Context: an optimization exercise on an open-source flow, tuned for small area. The choices shown serve that exercise and are no tape-out recipe. Only simulation tests tie the RTL to the original design; equivalence was not proved. No activity file was given, so power comes from the tool's default toggle rates.

// robinsun_core
module robinsun_core(
	input  logic        clk,           
	input  logic        rst,           
	input  logic        spi_sck,
	input  logic        spi_cs_n,
	input  logic        spi_sdi,
	output logic        spi_sdo,
	input  logic [5:0]  sonar_echo,    
	output logic [5:0]  sonar_trig,    
	input  logic [1:0]  key,
	input  logic [3:0]  sw,
	input  logic        start_n,       
	input  logic [5:0]  mot_pins,      
	input  logic [15:0] speed_r,
	input  logic [15:0] speed_l,
	input  logic [15:0] speed_odo_r,
	input  logic [15:0] speed_odo_l,
	input  logic [15:0] speed_b,
	input  logic [15:0] speed_fh,
	input  logic [15:0] speed_fv,
	input  logic [15:0] cpu_signal,    
	input  logic [15:0] adc,
	output logic [7:0]  config_reg,    
	output logic [15:0] pic_to_fpga,   
	output logic        parasol);
==> flow/config.mk <==
export PLATFORM = sky130hd
export DESIGN_NAME = robinsun_core
export DESIGN_NICKNAME = robinsun_core
export VERILOG_FILES = /design/flow/design.v
export SDC_FILE = /design/flow/constraint.sdc
export NUM_CORES = 4
export LEC_CHECK = 0
export CAP_MARGIN = 20
export CORE_MARGIN = 2
export CORE_UTILIZATION = 72
export PLACE_DENSITY = 0.82
export SLEW_MARGIN = 20
==> flow/constraint.sdc <==
create_clock -name core_clock -period 20.0 [get_ports {clk}]
set_input_delay 4.0000 -clock core_clock [delete_from_list [all_inputs] [get_ports {clk}]]
set_output_delay 4.0000 -clock core_clock [all_outputs]
set_load 0.01 [all_outputs]
standard.sh (not shown) runs the stock make flow with config.mk's settings and CLKGATE_MAP_FILE= SYNTH_SCRIPT=/design/flow/synth_recipe.tcl, a recipe that flattens the netlist after the stock synthesis.
==> flow/flow/run.sh <==
#!/bin/bash
# Own layout flow: the standard layout (standard.sh, ORFS) with three changes:
#  - synthesis maps the logic with an area-oriented abc script (flow/area.abc) instead of
#    ORFS's speed script; everything else in the synthesis, flip-flops included, is the standard flow's
#  - the port buffers are the smallest buffer, buf_1
#  - clock tree synthesis builds the tree of clkbuf_8 cells only and adds no dummy loads
# Each tool's output stays in orfs/logs; make's own output goes to flow_make.log.
set -euo pipefail
W=$(pwd)
F=$W/flow
{ head -n 1 synth_recipe.tcl; sed "s#@ABC_SCRIPT@#$F/area.abc#" "$F/abc_override.tcl"; tail -n +2 synth_recipe.tcl; } > "$W/own_synth.tcl"
bash standard.sh "SYNTH_SCRIPT=$W/own_synth.tcl" \
  "BUFFER_PORTS_ARGS=-buffer_cell sky130_fd_sc_hd__buf_1" \
  "CTS_ARGS=-sink_clustering_enable -repair_clock_nets -dont_use_dummy_load -buf_list sky130_fd_sc_hd__clkbuf_8" \
  finish > "$W/flow_make.log" 2>&1
==> flow/flow/abc_override.tcl <==
# abc with an area-oriented script of its own in place of ORFS's speed script
# (which buffers and upsizes for timing the 20 ns clock does not need).
# Only the combinational logic changes: flip-flops are mapped before abc.
proc abc {args} {
  set i [lsearch -exact $args -script]
  if { $i >= 0 } { set args [lreplace $args $i [expr {$i + 1}]] }
  set i [lsearch -exact $args -constr]
  if { $i >= 0 } { set args [lreplace $args $i [expr {$i + 1}]] }
  yosys abc -script @ABC_SCRIPT@ {*}$args
}
==> flow/flow/area.abc <==
strash
&get -n
&fraig -x
&put
scorr
dc2
strash
strash
&get -n
&dch -f
&nf
&put
strash
&get -n
&dch -f
&nf
&put
strash
&get -n
&dch -f
&nf
&put
strash
&get -n
&dch -f
&nf
&put
strash
&get -n
&dch -f
&nf
&put
strash
&get -n
&dch -f
&nf
&put
strash
&get -n
&dch -f
&nf
&put
strash
&get -n
&dch -f
&nf
&put
The baseline finished with timing, DRC and antenna clean.
Next try:
- CORE_UTILIZATION: 72 -> 60
- PLACE_DENSITY: 0.82 -> 0.7
Result: First-iteration DRC count shrinks by about 40%. Count of clock-buffer cells in the layout is unchanged. Sequential power shrinks by about 0.9%. Final area grows by about 0.37%. Area after synthesis is unchanged. Wire length shrinks by about 6%. Worst setup slack gains 270 ps.
Next try:
--- a/flow/flow/run.sh
+++ b/flow/flow/run.sh
@@ -1,3 +1,3 @@
 #!/bin/bash
-# Own layout flow: the standard layout (standard.sh, ORFS) with three changes:
+# Own layout flow: the standard layout (standard.sh, ORFS) with these changes:
 #  - synthesis maps the logic with an area-oriented abc script (flow/area.abc) instead of
@@ -5,2 +5,4 @@
 #  - the port buffers are the smallest buffer, buf_1
+#  - after the placement's repair, flow/post_resize.tcl downsizes the repaired cells and
+#    repairs again with small buffers
 #  - clock tree synthesis builds the tree of clkbuf_8 cells only and adds no dummy loads
@@ -13,2 +15,3 @@
   "BUFFER_PORTS_ARGS=-buffer_cell sky130_fd_sc_hd__buf_1" \
+  "POST_RESIZE_TCL=$F/post_resize.tcl" \
   "CTS_ARGS=-sink_clustering_enable -repair_clock_nets -dont_use_dummy_load -buf_list sky130_fd_sc_hd__clkbuf_8" \
==> flow/flow/post_resize.tcl (new file) <==
# After ORFS's repair_design at placement: give every sized-up gate and repair
# buffer its smallest size, then repair again with buffers of at most buf_2,
# so only the nets that need more drive get it.
set n 0
foreach inst [get_cells *] {
  set ref [get_property $inst ref_name]
  if {[regexp {^(sky130_fd_sc_hd__\w+)_([248])$} $ref -> base sz]} {
    if {[string match *clkbuf* $base] || [string match *df* $base]} continue
    foreach s {1 2} {
      if {$s >= $sz} break
      if {[llength [get_lib_cells -quiet ${base}_$s]]} { replace_cell $inst ${base}_$s; incr n; break }
    }
  }
}
puts "downsized $n cells"
report_design_area
set_dont_use {sky130_fd_sc_hd__buf_4 sky130_fd_sc_hd__buf_6 sky130_fd_sc_hd__buf_8 sky130_fd_sc_hd__buf_12 sky130_fd_sc_hd__buf_16}
repair_design -slew_margin 20 -cap_margin 20 -match_cell_footprint
report_design_area
Effect:
- wire length hardly moves
- non-clock buffer count rose by 4
- global-route usage came out lower by 0.13 points
- clock power hardly moves
- critical path depth rises by 3

========
The RTL this note starts from:
==> flow/design.v <==
module MySPI (
	input  logic		  theClock, theReset,
	input  logic        MySPI_clk, MySPI_cs, MySPI_sdi,
	output logic  		  MySPI_sdo,
	output logic [7:0]  Config,
	input  logic [7:0]  Status,        
	input  logic [15:0] speedR,
	input  logic [15:0] speedL,
	input  logic [15:0] speedOdoR,
	input  logic [15:0] speedOdoL,
	input  logic [15:0] speedB,
	input  logic [15:0] speedFH,
	input  logic [15:0] speedFV,
	input  logic [7:0]  dist1, dist2, dist3, dist4, dist5, dist6,
	input  logic        valid1, valid2, valid3,
	input  logic [15:0] lt24,
	input  logic [15:0] adc,
	output logic [15:0] PICtoFPGA);
logic [3:0]  SPI_clk_sync;         
logic [1:0]  SPI_cs_sync;
logic [4:0]  SPI_counter;          
logic        SPI_write;            
logic        SPI_high;             
logic [6:0]  SPI_address;          
logic [15:0] SPI_data;
function automatic logic addr_is(input logic [6:0] a);
	addr_is = ~SPI_high & (SPI_address == a);
endfunction
wire SPI_CS   = SPI_cs_sync[1];
wire SPI_rise = ~SPI_CS &  SPI_clk_sync[2] & ~SPI_clk_sync[3];
wire SPI_fall = ~SPI_CS & ~SPI_clk_sync[2] &  SPI_clk_sync[3];
wire SPI_prefall = ~SPI_CS & ~SPI_clk_sync[1] & SPI_clk_sync[2];
wire SPI_data_load   = SPI_fall & (SPI_counter == 5'd16);
wire SPI_status_load = SPI_prefall & (SPI_counter == 5'd16) & addr_is(7'h01);
wire SPI_data_update = SPI_fall & (SPI_counter == 5'd0) & SPI_write;
wire [6:0] adr = SPI_address;
wire selConfig = ~adr[6] & ~adr[5] & ~adr[4] & ~adr[0];  
wire selStatus = ~adr[6] & ~adr[3] & adr[0];             
wire selP2F    = ~adr[6] & adr[4] & ~adr[1] & ~adr[0];   
wire selLt24   = ~adr[6] & ~adr[5] & adr[4] & adr[1];    
wire selAdc    =  adr[3];                                
wire selR      =  adr[5] & ~adr[4] & ~adr[2];            
wire selOdoR   =  adr[5] & ~adr[4] & adr[2];             
wire selL      =  adr[5] & adr[4] & ~adr[2];             
wire selOdoL   =  adr[5] & adr[4] & adr[2];              
wire selS12    =  adr[6] & ~adr[1] & adr[0];             
wire selS34    =  adr[6] & ~adr[4] & adr[1] & ~adr[0];   
wire selS56    =  adr[1] & adr[0];                       
wire selB      =  adr[6] & adr[4] & ~adr[2] & ~adr[1];   
wire selFH     =  adr[6] & adr[4] & adr[1];              
wire selFV     =  adr[6] & adr[2];                       
wire SPI_mapped = addr_is(7'h00) | addr_is(7'h01) | addr_is(7'h10) | addr_is(7'h12) |
                  addr_is(7'h19) | addr_is(7'h22) | addr_is(7'h26) | addr_is(7'h32) |
                  addr_is(7'h36) | addr_is(7'h41) | addr_is(7'h42) | addr_is(7'h43) |
                  addr_is(7'h50) | addr_is(7'h52) | addr_is(7'h54);
wire [15:0] SPI_load_value =
	({16{selConfig}} & {8'b0, Config})  | ({16{selStatus}} & {8'b0, Status}) |
	({16{selP2F}}    & PICtoFPGA)       | ({16{selLt24}}   & lt24)           |
	({16{selAdc}}    & adc)             | ({16{selR}}      & speedR)         |
	({16{selOdoR}}   & speedOdoR)       | ({16{selL}}      & speedL)         |
	({16{selOdoL}}   & speedOdoL)       | ({16{selB}}      & speedB)         |
	({16{selFH}}     & speedFH)         | ({16{selFV}}     & speedFV)        |
	{{8{selS12 & valid1}} & dist1, {8{selS12 & valid2}} & dist2} |
	{{8{selS34 & valid3}} & dist3, {8{selS34 & valid1}} & dist4} |
	{{8{selS56 & valid2}} & dist5, {8{selS56 & valid3}} & dist6};
assign MySPI_sdo = SPI_data[15];
always_ff @ (posedge theClock)
begin
	SPI_clk_sync <= {SPI_clk_sync[2:0], MySPI_clk};
	SPI_cs_sync  <= {SPI_cs_sync[0], MySPI_cs};
end
always_ff @ (posedge theClock)
begin
	if (SPI_CS) SPI_counter <= 5'd0;
		else if (SPI_rise) SPI_counter <= SPI_counter + 5'd1;
	if (SPI_rise & ~SPI_counter[4])
	begin
		SPI_address <= {SPI_address[5:0], MySPI_sdi};
		if (~SPI_counter[3]) begin
			SPI_write <= SPI_address[6];
			SPI_high  <= 1'b0;
		end else
			SPI_high  <= SPI_high | SPI_address[6];
	end
	if (SPI_rise & SPI_counter[4]) SPI_data <= { SPI_data[14:0], MySPI_sdi };
		else if (SPI_status_load | (SPI_data_load & SPI_mapped & ~addr_is(7'h01))) SPI_data <= SPI_load_value;
	if (theReset) PICtoFPGA[15] <= 1'b0;
		else if (SPI_data_load) PICtoFPGA[15] <= addr_is(7'h50);
	if (theReset) Config <= 8'h00;
		else if (SPI_data_update & addr_is(7'h00)) Config <= SPI_data[7:0];
	if (theReset) PICtoFPGA[14:0] <= 15'h00;
		else if (SPI_data_update & addr_is(7'h10)) PICtoFPGA[14:0] <= SPI_data[14:0];
end
endmodule
module sonars(
input  logic        clk, reset,
input  logic [5:0]  S,             
output logic [5:0]  T,             
output logic [7:0]  D1, D2, D3, D4, D5, D6,    
output logic        V1, V2, V3);   
logic [19:0] delay;                
logic [1:0]  active;               
logic        wrapped;              
logic        trig;                 
logic        first;                
localparam logic [19:0] WSTART = 20'h9CA43;
wire windowEnd = (delay & 20'hDFFFF) == (20'h4E521 & 20'hDFFFF);    
wire trigEnd   = (delay & 20'h7E080) == (20'hA74A3 & 20'h7E080);
wire load      = first ? ((delay & 20'hFFEFB) == (20'hF2E58 & 20'hFFEFB))
                       : ((delay & 20'hFF7FF) == (20'hEF7E1 & 20'hFF7FF));
wire feedback  = delay[19] ^ delay[2] ^ windowEnd;
assign first = (active == 2'd0) & ~wrapped;
assign V1 = ~first;
assign V2 = wrapped | active[1];
assign V3 = wrapped;
wire [2:0] t = {trig & active[1], trig & active[0], trig & ~active[1] & ~active[0]};
assign T = {t, t};
always_ff @(posedge clk, posedge reset)
	if (reset) begin
		delay   <= WSTART;
		active  <= 2'b0;
		wrapped <= 1'b0;
		trig    <= 1'b0;
	end else begin
		delay   <= {delay[18:0], feedback};
		if (windowEnd) begin
			active  <= active[1] ? 2'd0 : active + 2'd1;
			wrapped <= wrapped | active[1];
			trig    <= 1'b1;
		end else if (trigEnd) trig <= 1'b0;
	end
sonar_bank front(.clk(clk), .load(load), .windowEnd(windowEnd), .active(active),
                 .S(S[2:0]), .D1(D1), .D2(D2), .D3(D3));
sonar_bank back (.clk(clk), .load(load), .windowEnd(windowEnd), .active(active),
                 .S(S[5:3]), .D1(D4), .D2(D5), .D3(D6));
endmodule
module sonar_bank(
input  logic       clk, load, windowEnd,
input  logic [1:0] active,
input  logic [2:0] S,
output logic [7:0] D1, D2, D3);
localparam logic [11:0] RLOAD = 12'hC05;    
logic [11:0] r;
logic [7:0]  q;
wire echo = active[1] ? S[2] : (active[0] ? S[1] : S[0]);
wire rMax = (r & 12'hEFB) == (12'hE6C & 12'hEFB);
wire feedback = r[11] ^ r[0] ^ rMax;
always_ff @(posedge clk)
begin
	if (load) begin
		q <= 8'd3;                  
		r <= RLOAD;
	end else if (echo) begin
		r <= {r[10:0], feedback};
		if (rMax) q <= q + 8'd1;
	end
	if (windowEnd) begin
		if (active == 2'd0) D1 <= q;
		if (active == 2'd1) D2 <= q;
		if (active[1])      D3 <= q;
	end
end
endmodule
module robinsun_core(
	input  logic        clk,           
	input  logic        rst,           
	input  logic        spi_sck,
	input  logic        spi_cs_n,
	input  logic        spi_sdi,
	output logic        spi_sdo,
	input  logic [5:0]  sonar_echo,    
	output logic [5:0]  sonar_trig,    
	input  logic [1:0]  key,
	input  logic [3:0]  sw,
	input  logic        start_n,       
	input  logic [5:0]  mot_pins,      
	input  logic [15:0] speed_r,
	input  logic [15:0] speed_l,
	input  logic [15:0] speed_odo_r,
	input  logic [15:0] speed_odo_l,
	input  logic [15:0] speed_b,
	input  logic [15:0] speed_fh,
	input  logic [15:0] speed_fv,
	input  logic [15:0] cpu_signal,    
	input  logic [15:0] adc,
	output logic [7:0]  config_reg,    
	output logic [15:0] pic_to_fpga,   
	output logic        parasol);
logic START;
assign START = ~start_n;
logic [7:0] dist1, dist2, dist3, dist4, dist5, dist6;
logic       valid1, valid2, valid3;
sonars sonars_instance(.clk(clk), .reset(rst), .S(sonar_echo), .T(sonar_trig),
                       .D1(dist1), .D2(dist2), .D3(dist3), .D4(dist4), .D5(dist5), .D6(dist6),
                       .V1(valid1), .V2(valid2), .V3(valid3));
MySPI MySPI_instance(
	.theClock(clk),           .theReset(rst),
	.MySPI_clk(spi_sck),      .MySPI_cs(spi_cs_n), .MySPI_sdi(spi_sdi), .MySPI_sdo(spi_sdo),
	.Config(config_reg),      .Status({sw, 2'b00, key}),
	.speedR(speed_r),
	.speedL(speed_l),
	.speedOdoR(speed_odo_r),
	.speedOdoL(speed_odo_l),
	.speedB(speed_b),
	.speedFH(speed_fh),
	.speedFV(speed_fv),
	.dist1(dist1), .dist2(dist2), .dist3(dist3), .dist4(dist4), .dist5(dist5), .dist6(dist6),
	.valid1(valid1), .valid2(valid2), .valid3(valid3),
	.lt24({START, mot_pins, cpu_signal[8:0]}),
	.adc(adc),
	.PICtoFPGA(pic_to_fpga));
logic [21:0] parasoltimer;
wire parasolRun  = pic_to_fpga[0] || cpu_signal == 16'd41;
wire parasolDone = (parasoltimer & 22'h3E7FBF) == (22'h378139 & 22'h3E7FBF);
always_ff @(posedge clk, posedge rst)
begin
	if(rst)
		parasoltimer <= 22'b0;
	else
	if(parasolRun && !parasolDone)
		parasoltimer <= {parasoltimer[20:0], ~(parasoltimer[21] ^ parasoltimer[20])};
end
always_ff @(posedge clk)
	parasol <= (parasoltimer[21:1] != 21'd0) && parasolRun && !parasolDone;
endmodule
Settings: LEC_CHECK=0, CAP_MARGIN=20, CORE_MARGIN=2, CORE_UTILIZATION=40, PLACE_DENSITY=0.6, SLEW_MARGIN=20; clock period 20.0 ns.
==> flow/flow/run.sh <==
#!/bin/bash
# Own layout flow: the standard layout (standard.sh, ORFS) with three changes:
#  - synthesis maps the logic with an area-oriented abc script (flow/area.abc) instead of
#    ORFS's speed script; everything else in the synthesis, flip-flops included, is the standard flow's
#  - the port buffers are the smallest buffer, buf_1
#  - clock tree synthesis adds no dummy loads
# Each tool's output stays in orfs/logs; make's own output goes to flow_make.log.
set -euo pipefail
W=$(pwd)
F=$W/flow
{ head -n 1 synth_recipe.tcl; sed "s#@ABC_SCRIPT@#$F/area.abc#" "$F/abc_override.tcl"; tail -n +2 synth_recipe.tcl; } > "$W/own_synth.tcl"
bash standard.sh "SYNTH_SCRIPT=$W/own_synth.tcl" \
  "BUFFER_PORTS_ARGS=-buffer_cell sky130_fd_sc_hd__buf_1" \
  "CTS_ARGS=-sink_clustering_enable -repair_clock_nets -dont_use_dummy_load" \
  finish > "$W/flow_make.log" 2>&1
Scripts as last shown in full above: flow/flow/abc_override.tcl, flow/flow/area.abc
The first run went through all stages and came out clean.
Then changed:
--- a/flow/flow/run.sh
+++ b/flow/flow/run.sh
@@ -5,3 +5,3 @@
 #  - the port buffers are the smallest buffer, buf_1
-#  - clock tree synthesis adds no dummy loads
+#  - clock tree synthesis builds the tree of clkbuf_8 cells only and adds no dummy loads
 # Each tool's output stays in orfs/logs; make's own output goes to flow_make.log.
@@ -13,3 +13,3 @@
   "BUFFER_PORTS_ARGS=-buffer_cell sky130_fd_sc_hd__buf_1" \
-  "CTS_ARGS=-sink_clustering_enable -repair_clock_nets -dont_use_dummy_load" \
+  "CTS_ARGS=-sink_clustering_enable -repair_clock_nets -dont_use_dummy_load -buf_list sky130_fd_sc_hd__clkbuf_8" \
   finish > "$W/flow_make.log" 2>&1
CORE_UTILIZATION = 60   (was 40)
PLACE_DENSITY = 0.7   (was 0.6)
=> Worst hold slack is about the same. Power decreases by 10%. Die area decreases by 33%. Sequential share of layout area increases by 1.7 points. Global-route usage increases by 10 points.

re-timing with driven ports:
In the flow no input, the clock included, has a driving cell. The finished layouts below were timed again as built, in two steps. Step 1 (the two cells are an assumption about what drives the block):
set clk [get_ports {clk}]
set_driving_cell -lib_cell sky130_fd_sc_hd__clkbuf_16 $clk
set_driving_cell -lib_cell sky130_fd_sc_hd__buf_2 [delete_from_list [all_inputs] $clk]
Step 2 times the ports against the registers' clock, not the clock port: input delays grow and output delays shrink by t, the midpoint of the rising clock arrivals with the driver on. Three values: no drivers, after step 1, after step 2; two values: the first two.
run	shift t [ns]	setup slack, ns	clock arrival spread, ns	slew at the worst register clock pin (ns)
the first run of note 1	0.502	14.158 / 14.154 / 13.651	0.036 / 0.037	0.10 / 0.10
the second run of note 1	0.480	14.426 / 14.390 / 14.046	0.028 / 0.028	0.09 / 0.09
the third run of note 1	0.471	14.370 / 14.377 / 13.906	0.026 / 0.026	0.09 / 0.09
the first run of note 2	0.463	14.241 / 14.263 / 13.801	0.031 / 0.031	0.08 / 0.08
the second run of note 2	0.487	14.479 / 14.474 / 14.007	0.031 / 0.032	0.10 / 0.10
After both steps every run listed still meets setup and hold. The setup slack of the first run of note 1, which loses most, moves by -0.004 ns with the drivers and by -0.507 ns with both steps.
